This design comes from an exercise in tuning for small area and a short achievable clock period on the open sky130 flow, not from production work.
In this exercise RTL edits were held to simulation tests only and were not proved equivalent to the original.
No activity file was given, so power comes from the tool's default toggle rates.

## try-willow
==> flow/design.v (excerpt) <==
module ex_datapath(
    input  wire        CLK,
    input  wire [31:0] A,
    input  wire [31:0] Rm,
    input  wire [11:0] I,
    input  wire [1:0]  AM,
    input  wire        CIN,
    input  wire [3:0]  Op,
    output reg  [31:0] Out,
    output wire        Z,
    output wire        N,
    output reg         C,
    output reg         V
);
export LEC_CHECK = 0
export CAP_MARGIN = 20
export CORE_MARGIN = 2
export CORE_UTILIZATION = 40
export CTS_BUF_LIST = sky130_fd_sc_hd__clkbuf_4
export SLEW_MARGIN = 20
export SYNTH_HIERARCHICAL = 1
export TNS_END_PERCENT = 5
create_clock -name core_clock -period 9.0 [get_ports {CLK}]
standard.sh (not shown) runs the stock make flow with config.mk's settings and CLKGATE_MAP_FILE= SYNTH_SCRIPT=/design/flow/synth_recipe.tcl, a recipe that flattens the netlist after the stock synthesis.
==> flow/flow/run.sh <==
#!/bin/bash
set -euo pipefail
MARGIN=6.0
export BUFFER_PORTS_ARGS="-buffer_cell sky130_fd_sc_hd__buf_1"
sed "s|\"\${@:-finish}\"|SETUP_SLACK_MARGIN=${MARGIN} \"\${@:-finish}\"|" standard.sh > standard_margin.sh
grep -q "SETUP_SLACK_MARGIN=${MARGIN}" standard_margin.sh
bash standard_margin.sh > flow_make.log 2>&1
#### Input delta (try-quartz over try-willow)
Settings: removing TNS_END_PERCENT (formerly 5); changing CTS_BUF_LIST from sky130_fd_sc_hd__clkbuf_4 to sky130_fd_sc_hd__clkbuf_4 sky130_fd_sc_hd__clkbuf_8.
Results
The higher cell count of try-willow and try-quartz is in try-quartz. Delta (try-quartz minus try-willow): non-clock buffer count now larger, number of sinks on the clock net level. For try-willow, the highest-delay cell along the critical path was sky130_fd_sc_hd__ha_2, unlike try-quartz, where it was sky130_fd_sc_hd__dfxtp_4. Delta (try-quartz minus try-willow): via count went up by 402, reported net switching power went up by about 10%, met2 usage in global routing went up by 3.9 points. Taking try-willow as the reference, in try-quartz synthesis-to-finish area growth +9.7 points, net count reported at finish +20, required time of the worst setup path -0.04 ns.
Here is what was changed in the inputs of try-xenon compared with try-quartz.
Settings: setting GPL_TIMING_DRIVEN to 0 for the first time; setting TNS_END_PERCENT to 5 for the first time.
try-xenon finished all stages; the layout is clean.
Of try-xenon and try-quartz, the higher post-layout utilization of the core belongs to try-quartz.
Setup WNS try-quartz -> try-xenon: worse
Against try-quartz, try-xenon comes in 0.072 ns lower on worst slack on hold paths.
Chip height: try-quartz vs try-xenon, no meaningful difference
On pin count of the biggest net entering global routing, try-xenon and try-quartz are neck and neck.
Against try-quartz, try-xenon comes in 1.9 points lower on met1 usage.
Going from try-quartz to try-xenon, maximum frequency shrank slightly.
Between try-xenon and try-quartz, the difference in clock buffer and inverter area fraction after layout is negligible.
try-xenon -> try-quartz: post-synth design cell area flat
try-xenon vs. try-quartz: total power fell by about 3.2%; final weighted congestion in routability-driven placement moved up.
Relative to try-xenon, the following input files were edited for try-yarrow:
Settings: removing GPL_TIMING_DRIVEN (formerly 0); changing CTS_BUF_LIST from sky130_fd_sc_hd__clkbuf_4 sky130_fd_sc_hd__clkbuf_8 to sky130_fd_sc_hd__clkbuf_2 sky130_fd_sc_hd__clkbuf_4.
Results
- try-yarrow | stages: all done | timing, DRC, antenna: all pass
- The register-to-register slack number comes out lower for try-xenon vs try-yarrow.
- Of try-yarrow and try-xenon, it is try-yarrow that has the higher met1 layer wirelength in the final routing.
- try-xenon was larger in final cell area than try-yarrow.
- Compare try-xenon and try-yarrow | number of gates resized after cts lower: try-xenon
- Max fraction of area in multi-input gates across try-xenon and try-yarrow: try-yarrow
- Total power of try-yarrow is lower than that of try-xenon.
- try-yarrow has global router's overall resource usage below what try-xenon had.
- Looking at period utilization, try-yarrow sits 1.4 points lower than try-xenon does.
diff inputs: try-yarrow => try-raven
Settings: CTS_BUF_LIST: sky130_fd_sc_hd__clkbuf_2 sky130_fd_sc_hd__clkbuf_4 -> sky130_fd_sc_hd__clkbuf_4 sky130_fd_sc_hd__clkbuf_8.
[summary]
Relative to try-yarrow, switching power total has increased by about 2.6% in try-raven.
Summary — non-clock buffer count, try-raven relative to try-yarrow: higher, by 6.
Compare try-yarrow and try-raven | wire length of the first global-routing pass lower: try-raven
The slack of the critical path reported for try-raven is greater than that of try-yarrow by 0.031 ns.
Power in the clock group in try-raven is about 30% higher than in try-yarrow
Compared try-raven vs try-yarrow, and fraction of standard cell area in multi-input logic is down in try-raven.

---

Another version of the RTL of ex_datapath (not shown whole).
For scale: ~130 flip-flops, ~120 I/O pins, ~8300 µm² of cells after synthesis.
export LEC_CHECK = 0
export CAP_MARGIN = 20
export CORE_MARGIN = 2
export CORE_UTILIZATION = 40
export CTS_BUF_LIST = sky130_fd_sc_hd__clkbuf_4 sky130_fd_sc_hd__clkbuf_8
export SLEW_MARGIN = 20
export SYNTH_HIERARCHICAL = 1
export TNS_END_PERCENT = 5
create_clock -name core_clock -period 9.0 [get_ports {CLK}]
Scripts as last shown in full above: flow/flow/run.sh
The first run completed without violations.
Then changed:
--- a/flow/flow/run.sh
+++ b/flow/flow/run.sh
@@ -3 +3 @@
-MARGIN=6.0
+MARGIN=6.3
After rerunning: Area after synthesis does not change; cell area climbs by 1.5%; maximum frequency is lower by 0.64%; combinational power came out higher by 3.0%; worst hold slack loses 0.012 ns; via count came out higher by 0.81%; wire length increases by 0.58%; first-iteration DRC count falls by 6.2%; non-clock buffer count increases by 8; worst setup slack degrades by 0.020 ns; register-to-register slack is better by 0.05 ns.

---

wip/harbor:
Another version of the RTL of ex_datapath (not shown whole).
Size: about 110 flip-flops, ~120 I/O pins, about 8200 sq um of cells after synthesis.
clock: 9.0 ns
lec_check: 0
cap_margin: 20
core_margin: 2
core_utilization: 40
slew_margin: 20
==> flow/flow/run.sh <==
#!/bin/bash
set -euo pipefail
MARGIN=5.5
export BUFFER_PORTS_ARGS="-buffer_cell sky130_fd_sc_hd__buf_1"
sed "s|\"\${@:-finish}\"|SETUP_SLACK_MARGIN=${MARGIN} \"\${@:-finish}\"|" standard.sh > standard_margin.sh
grep -q "SETUP_SLACK_MARGIN=${MARGIN}" standard_margin.sh
bash standard_margin.sh > flow_make.log 2>&1
wip/harbor did not stop at any stage, and its layout met the timing, DRC and antenna checks.
Changes in wip/willow relative to wip/harbor:
==> flow/flow/run.sh <==
#!/bin/bash
set -euo pipefail
MARGIN=6
sed "s|\"\${@:-finish}\"|SETUP_SLACK_MARGIN=${MARGIN} \"\${@:-finish}\"|" standard.sh > standard_margin.sh
grep -q "SETUP_SLACK_MARGIN=${MARGIN}" standard_margin.sh
bash standard_margin.sh > flow_make.log 2>&1
### Flow results
wip/harbor has a higher critical path depth than wip/willow.
wip/willow completed every stage of the flow, and the final layout passed the timing, DRC and antenna checks.
wip/harbor finished every step from synthesis to the final layout, and the layout passed the timing, DRC and antenna checks.
Compared with wip/harbor, in wip/willow final worst setup slack +0.22 ns; overall power after layout picked up an extra about 28%; data required time at the worst endpoint has remained practically unchanged; die area comparable.
On fraction of power consumed by the clock network: wip/willow sits below wip/harbor.
The cell count after placement of wip/harbor and that of wip/willow are within noise of each other.
Combinational group share of total power, wip/willow and wip/harbor: smaller value in wip/harbor
Final critical-path required period: wip/willow vs wip/harbor down 0.22 ns
Setup changes, wip/willow to wip/cedar
Settings: putting SETUP_SLACK_MARGIN at 5 where nothing was set.
==> flow/run.sh (new file) <==
#!/bin/bash
# synth_recipe.tcl (not shown) runs the flow's synth.tcl, then flattens the netlist and writes it again
# the make line also repeats each setting of config.mk as NAME=value (left out here)
make -C /OpenROAD-flow-scripts/flow DESIGN_CONFIG=/design/flow/config.mk WORK_HOME=/design/flow/orfs CLKGATE_MAP_FILE= SYNTH_SCRIPT=/design/flow/synth_recipe.tcl finish
removed: flow/flow/run.sh
removed: flow/standard.sh
### Flow results
On worst ir drop on vdd, the lower figure sits with wip/willow, not wip/cedar.
Sequential share of layout area, wip/cedar and wip/willow: lower on wip/willow
In wip/cedar the post-route fraction of the period consumed by the critical path turned out 6.9 points higher than in wip/willow.
A cell at the slowest stage of the critical path of clkdlybuf4s15_1 is what wip/willow shows, while clkdlybuf4s50_1 belongs to wip/cedar.
Relative to wip/willow, the layout buffer count excluding clock buffers of wip/cedar is lower by 108.
Setup slack of the critical path after layout, wip/cedar and wip/willow: smaller value in wip/cedar
Against wip/willow, count of multi-input combinational gates in wip/cedar fell slightly.
wip/cedar vs. wip/willow: via density per instance went down by 0.48.
Comparing register-to-register path setup slack for wip/cedar and wip/willow, the smaller number came from wip/cedar.
Relative to wip/cedar, the following input files were edited for wip/onyx:
Settings: setting CTS_BUF_LIST to sky130_fd_sc_hd__clkbuf_4 sky130_fd_sc_hd__clkbuf_8 for the first time; changing CORE_UTILIZATION from 40 to 65; removing SETUP_SLACK_MARGIN (formerly 5).
==> flow/flow/run.sh (new file) <==
#!/bin/bash
set -euo pipefail
MARGIN=5.5
export BUFFER_PORTS_ARGS="-buffer_cell sky130_fd_sc_hd__buf_1"
sed "s|\"\${@:-finish}\"|SETUP_SLACK_MARGIN=${MARGIN} \"\${@:-finish}\"|" standard.sh > standard_margin.sh
grep -q "SETUP_SLACK_MARGIN=${MARGIN}" standard_margin.sh
bash standard_margin.sh > flow_make.log 2>&1
==> flow/standard.sh (new file) <==
#!/bin/bash
# synth_recipe.tcl (not shown) runs the flow's synth.tcl, then flattens the netlist and writes it again
# the make line also repeats each setting of config.mk as NAME=value (left out here)
make -C /OpenROAD-flow-scripts/flow DESIGN_CONFIG=/design/flow/config.mk WORK_HOME=/design/flow/orfs CLKGATE_MAP_FILE= SYNTH_SCRIPT=/design/flow/synth_recipe.tcl "${@:-finish}"
removed: flow/run.sh
[summary]
- Going from wip/cedar to wip/onyx, total power decreased by 150 uW relative to the old numbers; final worst hold slack shows an increase of 0.048 ns; peak fanout along the critical path moved down; per-cell routed wire length up about 10%.

---

The RTL this note starts from:
==> flow/design.v <==
module ALU(
    input  [31:0] X,
    input  [31:0] R,
    input  [1:0]  amt_hi,
    input  [4:0]  msh,
    input         mleft,
    input         fill,
    input         CIN,
    input  [3:0]  Op,
    output [31:0] Out,
    output        C, V
);
    wire add   = (Op[3:1] == 3'b000);
    wire fwd   = (Op[3:1] == 3'b001);
    wire rev   = (Op[3:1] == 3'b010);
    wire arith = add | fwd | rev;
    wire cin   = Op[0] ? (add ? CIN : (fwd | rev) & ~CIN) : (fwd | rev);
    wire sg    = (Op == 4'b0110) | (Op == 4'b0111) | (Op == 4'b1100);
    wire sp    = ~((Op == 4'b0110) | (Op == 4'b1100));
    wire [31:0] r3 = amt_hi[0] ? {R[7:0],   R[31:8]}   : R;
    wire [31:0] r4 = amt_hi[1] ? {r3[15:0], r3[31:16]} : r3;
    wire [31:0] lm = 32'hFFFF_FFFF << msh;    
    wire [31:0] keep;
    genvar j;
    generate for (j = 0; j < 32; j = j + 1) begin : g_keep
        assign keep[j] = mleft ? lm[j] : lm[31 - j];
    end endgenerate
    wire [31:0] Y = (r4 & keep) | ({32{fill}} & ~keep);
    wire [31:0] p  = X ^ Y;
    wire [31:0] g  = X & Y;
    wire [31:0] gk = g & {32{arith}};
    wire [31:0] G0 = {gk[31:1], gk[0] | (p[0] & cin)};
    wire [31:0] P0 = p;
    wire [31:0] G1, P1, G2, P2, G3, P3, G4, P4, G5, P5;
    genvar i;
    generate for (i = 0; i < 32; i = i + 1) begin : g_pf
        if (i & 1) begin
            assign G1[i] = G0[i] | (P0[i] & G0[i - 1]);
            assign P1[i] = P0[i] & P0[i - 1];
        end else begin
            assign G1[i] = G0[i]; assign P1[i] = P0[i];
        end
        if (i & 2) begin
            assign G2[i] = G1[i] | (P1[i] & G1[(i & ~1) - 1]);
            assign P2[i] = P1[i] & P1[(i & ~1) - 1];
        end else begin
            assign G2[i] = G1[i]; assign P2[i] = P1[i];
        end
        if (i & 4) begin
            assign G3[i] = G2[i] | (P2[i] & G2[(i & ~3) - 1]);
            assign P3[i] = P2[i] & P2[(i & ~3) - 1];
        end else begin
            assign G3[i] = G2[i]; assign P3[i] = P2[i];
        end
        if (i & 8) begin
            assign G4[i] = G3[i] | (P3[i] & G3[(i & ~7) - 1]);
            assign P4[i] = P3[i] & P3[(i & ~7) - 1];
        end else begin
            assign G4[i] = G3[i]; assign P4[i] = P3[i];
        end
        if (i & 16) begin
            assign G5[i] = G4[i] | (P4[i] & G4[(i & ~15) - 1]);
            assign P5[i] = P4[i] & P4[(i & ~15) - 1];
        end else begin
            assign G5[i] = G4[i]; assign P5[i] = P4[i];
        end
    end endgenerate
    wire [31:0] c    = {G5[30:0], cin};
    wire        cout = G5[31];
    wire        pall = P5[31];
    wire [31:0] L    = (g & {32{sg}}) | (p & {32{sp}});
    assign Out = L ^ c;
    assign C = add ? cout : fwd ? ~(cout | pall) : rev ? (cout & ~pall) : 1'b0;
    assign V = arith & (c[31] ^ cout);
endmodule
module ShifterSignExtender(
    input  [31:0] Rm,
    input  [11:0] I,
    input  [1:0]  AM,
    input         inv,       
    input         en,        
    output [31:0] R,         
    output [1:0]  amt_hi,    
    output [4:0]  msh,       
    output        mleft,     
    output        fill       
);
    wire        am_sh = AM[1] & AM[0];
    wire [4:0]  sh    = I[11:7];
    wire [1:0]  ty    = I[6:5];
    wire        lsl   = ~ty[1] & ~ty[0];
    wire        asr   = ty[1] & ~ty[0];
    wire [31:0] src;
    assign src[7:0]   = AM[0] ? Rm[7:0] : I[7:0];
    assign src[11:8]  = AM[0] ? Rm[11:8] : (I[11:8] & {4{AM[1]}});
    assign src[31:12] = Rm[31:12] & {20{AM[0]}};
    wire [31:0] s = (src & {32{en}}) ^ {32{inv}};
    wire [4:0] nsh = 5'd0 - sh;
    wire [4:0] amt;
    assign amt[0]   = am_sh & sh[0];
    assign amt[4:1] = am_sh ? (lsl ? nsh[4:1] : sh[4:1])
                            : (I[11:8] & {4{~AM[0] & ~AM[1]}});
    wire [31:0] r0 = amt[0] ? {s[0],     s[31:1]}   : s;
    wire [31:0] r1 = amt[1] ? {r0[1:0],  r0[31:2]}  : r0;
    assign R       = amt[2] ? {r1[3:0],  r1[31:4]}  : r1;
    assign amt_hi  = amt[4:3];
    wire masked = am_sh & (ty != 2'b11);
    assign msh   = sh & {5{masked}};
    assign mleft = lsl;
    assign fill  = en & ((am_sh & asr & Rm[31]) ^ inv);
endmodule
module ex_datapath(
    input  wire        CLK,
    input  wire [31:0] A,
    input  wire [31:0] Rm,
    input  wire [11:0] I,
    input  wire [1:0]  AM,
    input  wire        CIN,
    input  wire [3:0]  Op,
    output reg  [31:0] Out,
    output wire        Z,
    output wire        N,
    output reg         C,
    output reg         V
);
    wire rev  = (Op[3:1] == 3'b010);
    wire fwd  = (Op[3:1] == 3'b001);
    wire invA = rev | (Op == 4'b1001);
    wire enA  = ~((Op == 4'b1010) | (Op == 4'b1011) | (Op[3:2] == 2'b11 & Op[1:0] != 2'b00));
    wire invB = fwd | (Op == 4'b1011) | (Op == 4'b1100);
    wire enB  = ~((Op == 4'b1001) | (Op[3:2] == 2'b11 & Op[1:0] != 2'b00));
    wire [31:0] sh_r;
    wire [1:0]  sh_amt_hi;
    wire [4:0]  sh_msh;
    wire        sh_mleft, sh_fill;
    ShifterSignExtender shifter(.Rm(Rm), .I(I), .AM(AM), .inv(invB), .en(enB),
        .R(sh_r), .amt_hi(sh_amt_hi), .msh(sh_msh), .mleft(sh_mleft), .fill(sh_fill));
    reg [31:0] x_q, r_q;
    reg [1:0]  amt_q;
    reg [4:0]  msh_q;
    reg        mleft_q, fill_q, cin_q;
    reg [3:0]  op_q;
    always @(posedge CLK) begin
        x_q     <= (A & {32{enA}}) ^ {32{invA}};
        r_q     <= sh_r;
        amt_q   <= sh_amt_hi;
        msh_q   <= sh_msh;
        mleft_q <= sh_mleft;
        fill_q  <= sh_fill;
        cin_q   <= CIN;
        op_q    <= Op;
    end
    wire [31:0] alu_out;
    wire        alu_c, alu_v;
    ALU alu(.X(x_q), .R(r_q), .amt_hi(amt_q), .msh(msh_q), .mleft(mleft_q), .fill(fill_q),
            .CIN(cin_q), .Op(op_q), .Out(alu_out), .C(alu_c), .V(alu_v));
    always @(posedge CLK) begin
        Out <= alu_out;
        C   <= alu_c;
        V   <= alu_v;
    end
    assign Z = ~|Out;
    assign N = Out[31];
endmodule
==> flow/config.mk <==
export PLATFORM = sky130hd
export DESIGN_NAME = ex_datapath
export DESIGN_NICKNAME = ex_datapath
export VERILOG_FILES = /design/flow/design.v
export SDC_FILE = /design/flow/constraint.sdc
export NUM_CORES = 4
export LEC_CHECK = 0
export CAP_MARGIN = 20
export CORE_MARGIN = 2
export CORE_UTILIZATION = 40
export SLEW_MARGIN = 20
==> flow/constraint.sdc <==
create_clock -name core_clock -period 9.0 [get_ports {CLK}]
set_input_delay 1.8000 -clock core_clock [delete_from_list [all_inputs] [get_ports {CLK}]]
set_output_delay 1.8000 -clock core_clock [all_outputs]
set_load 0.01 [all_outputs]
==> flow/flow/run.sh <==
#!/bin/bash
set -euo pipefail
MARGIN=6.5
sed "s|\"\${@:-finish}\"|SETUP_SLACK_MARGIN=${MARGIN} \"\${@:-finish}\"|" standard.sh > standard_margin.sh
grep -q "SETUP_SLACK_MARGIN=${MARGIN}" standard_margin.sh
bash standard_margin.sh > flow_make.log 2>&1
==> next run, changes <==
==> flow/flow/run.sh (replaced) <==
#!/bin/bash
set -euo pipefail
MARGIN=5.5
export BUFFER_PORTS_ARGS="-buffer_cell sky130_fd_sc_hd__buf_1"
sed "s|\"\${@:-finish}\"|SETUP_SLACK_MARGIN=${MARGIN} \"\${@:-finish}\"|" standard.sh > standard_margin.sh
grep -q "SETUP_SLACK_MARGIN=${MARGIN}" standard_margin.sh
bash standard_margin.sh > flow_make.log 2>&1
Settings changed: CTS_BUF_LIST set to sky130_fd_sc_hd__clkbuf_4 sky130_fd_sc_hd__clkbuf_8.
- wire length came out lower by 27%
- global-route usage came out lower by 7.0 points
- cell count came out lower by 8.1%
- utilization came out lower by 24 points
- power came out lower by 30%
- synthesized cell count does not change
==> next run, changes <==
Settings changed: CTS_BUF_LIST sky130_fd_sc_hd__clkbuf_4 sky130_fd_sc_hd__clkbuf_8 to not set, TNS_END_PERCENT set to 5.
Outcome: The changed run ran to the end with no violations; clock skew shrinks by 0.0055 ns; worst setup slack got worse by 0.062 ns; wire length shrinks by about 1.3%; cell area grows by about 0.7%; die area does not change; via count hardly moves; final cell count hardly moves; register-to-register slack got worse by 0.06 ns; power grows by 4.4%; worst hold slack got worse by 0.0039 ns; synthesized area stays the same.
==> next run, changes <==
--- a/flow/flow/run.sh
+++ b/flow/flow/run.sh
@@ -1,5 +1,5 @@
 #!/bin/bash
 set -euo pipefail
-MARGIN=5.5
+MARGIN=5.65
 export BUFFER_PORTS_ARGS="-buffer_cell sky130_fd_sc_hd__buf_1"
 sed "s|\"\${@:-finish}\"|SETUP_SLACK_MARGIN=${MARGIN} \"\${@:-finish}\"|" standard.sh > standard_margin.sh
Settings changed: CTS_BUF_LIST set to sky130_fd_sc_hd__clkbuf_4 sky130_fd_sc_hd__clkbuf_8.
After rerunning: Setup slack gains 0.16 ns. Via count is higher by 4.4%. Wire length went up by 10%. Worst hold slack gets worse by 0.022 ns. Global-route usage barely changes.

==> what the ideal ports hide <==
In the flow no input, the clock included, has a driving cell. The finished layouts below were timed again as built, in two steps.
Step 1: set_driving_cell puts a clkbuf_16 on CLK and a buf_2 on each other input, an assumption about the parent block.
Step 2 moves the port delays by t, midway between the first and last clock arrival at a register: inputs arrive t later, outputs are due t later. That takes back most of the time a late clock gives input paths.
a / b / c = ideal / step 1 / step 2; a / b = the first two.
| run | shift t [ns] | slack for setup (ns) | worst data-port slew with drivers (ns) |
|---|---|---|---|
| try-willow | 0.583 | 5.897 / 5.899 / 5.315 | 0.04 |
| try-quartz | 0.498 | 5.784 / 5.784 / 5.499 | 0.09 |
| try-xenon | 0.489 | 5.774 / 5.774 / 5.343 | 0.05 |
| try-yarrow | 0.583 | 5.897 / 5.899 / 5.315 | 0.04 |
| try-raven | 0.485 | 5.929 / 5.909 / 5.423 | 0.06 |
| the first run of note 2 | 0.498 | 5.843 / 5.843 / 5.345 | 0.05 |
| the second run of note 2 | 0.491 | 5.823 / 5.823 / 5.332 | 0.05 |
| wip/harbor | 0.401 | 5.544 / 5.544 / 5.224 | 0.04 |
| wip/willow | 0.403 | 5.766 / 5.773 / 5.384 | 0.12 |
| wip/cedar | 0.394 | 5.143 / 5.159 / 4.766 | 0.04 |
| wip/onyx | 0.418 | 5.557 / 5.560 / 5.142 | 0.04 |
| the first run of note 4 | 0.410 | 5.692 / 5.693 / 5.283 | 0.12 |
| the second run of note 4 | 0.429 | 5.596 / 5.596 / 5.220 | 0.04 |
| the third run of note 4 | 0.401 | 5.533 / 5.533 / 5.224 | 0.04 |
| the fourth run of note 4 | 0.434 | 5.691 / 5.684 / 5.286 | 0.03 |
After both steps every run listed still meets setup and hold.
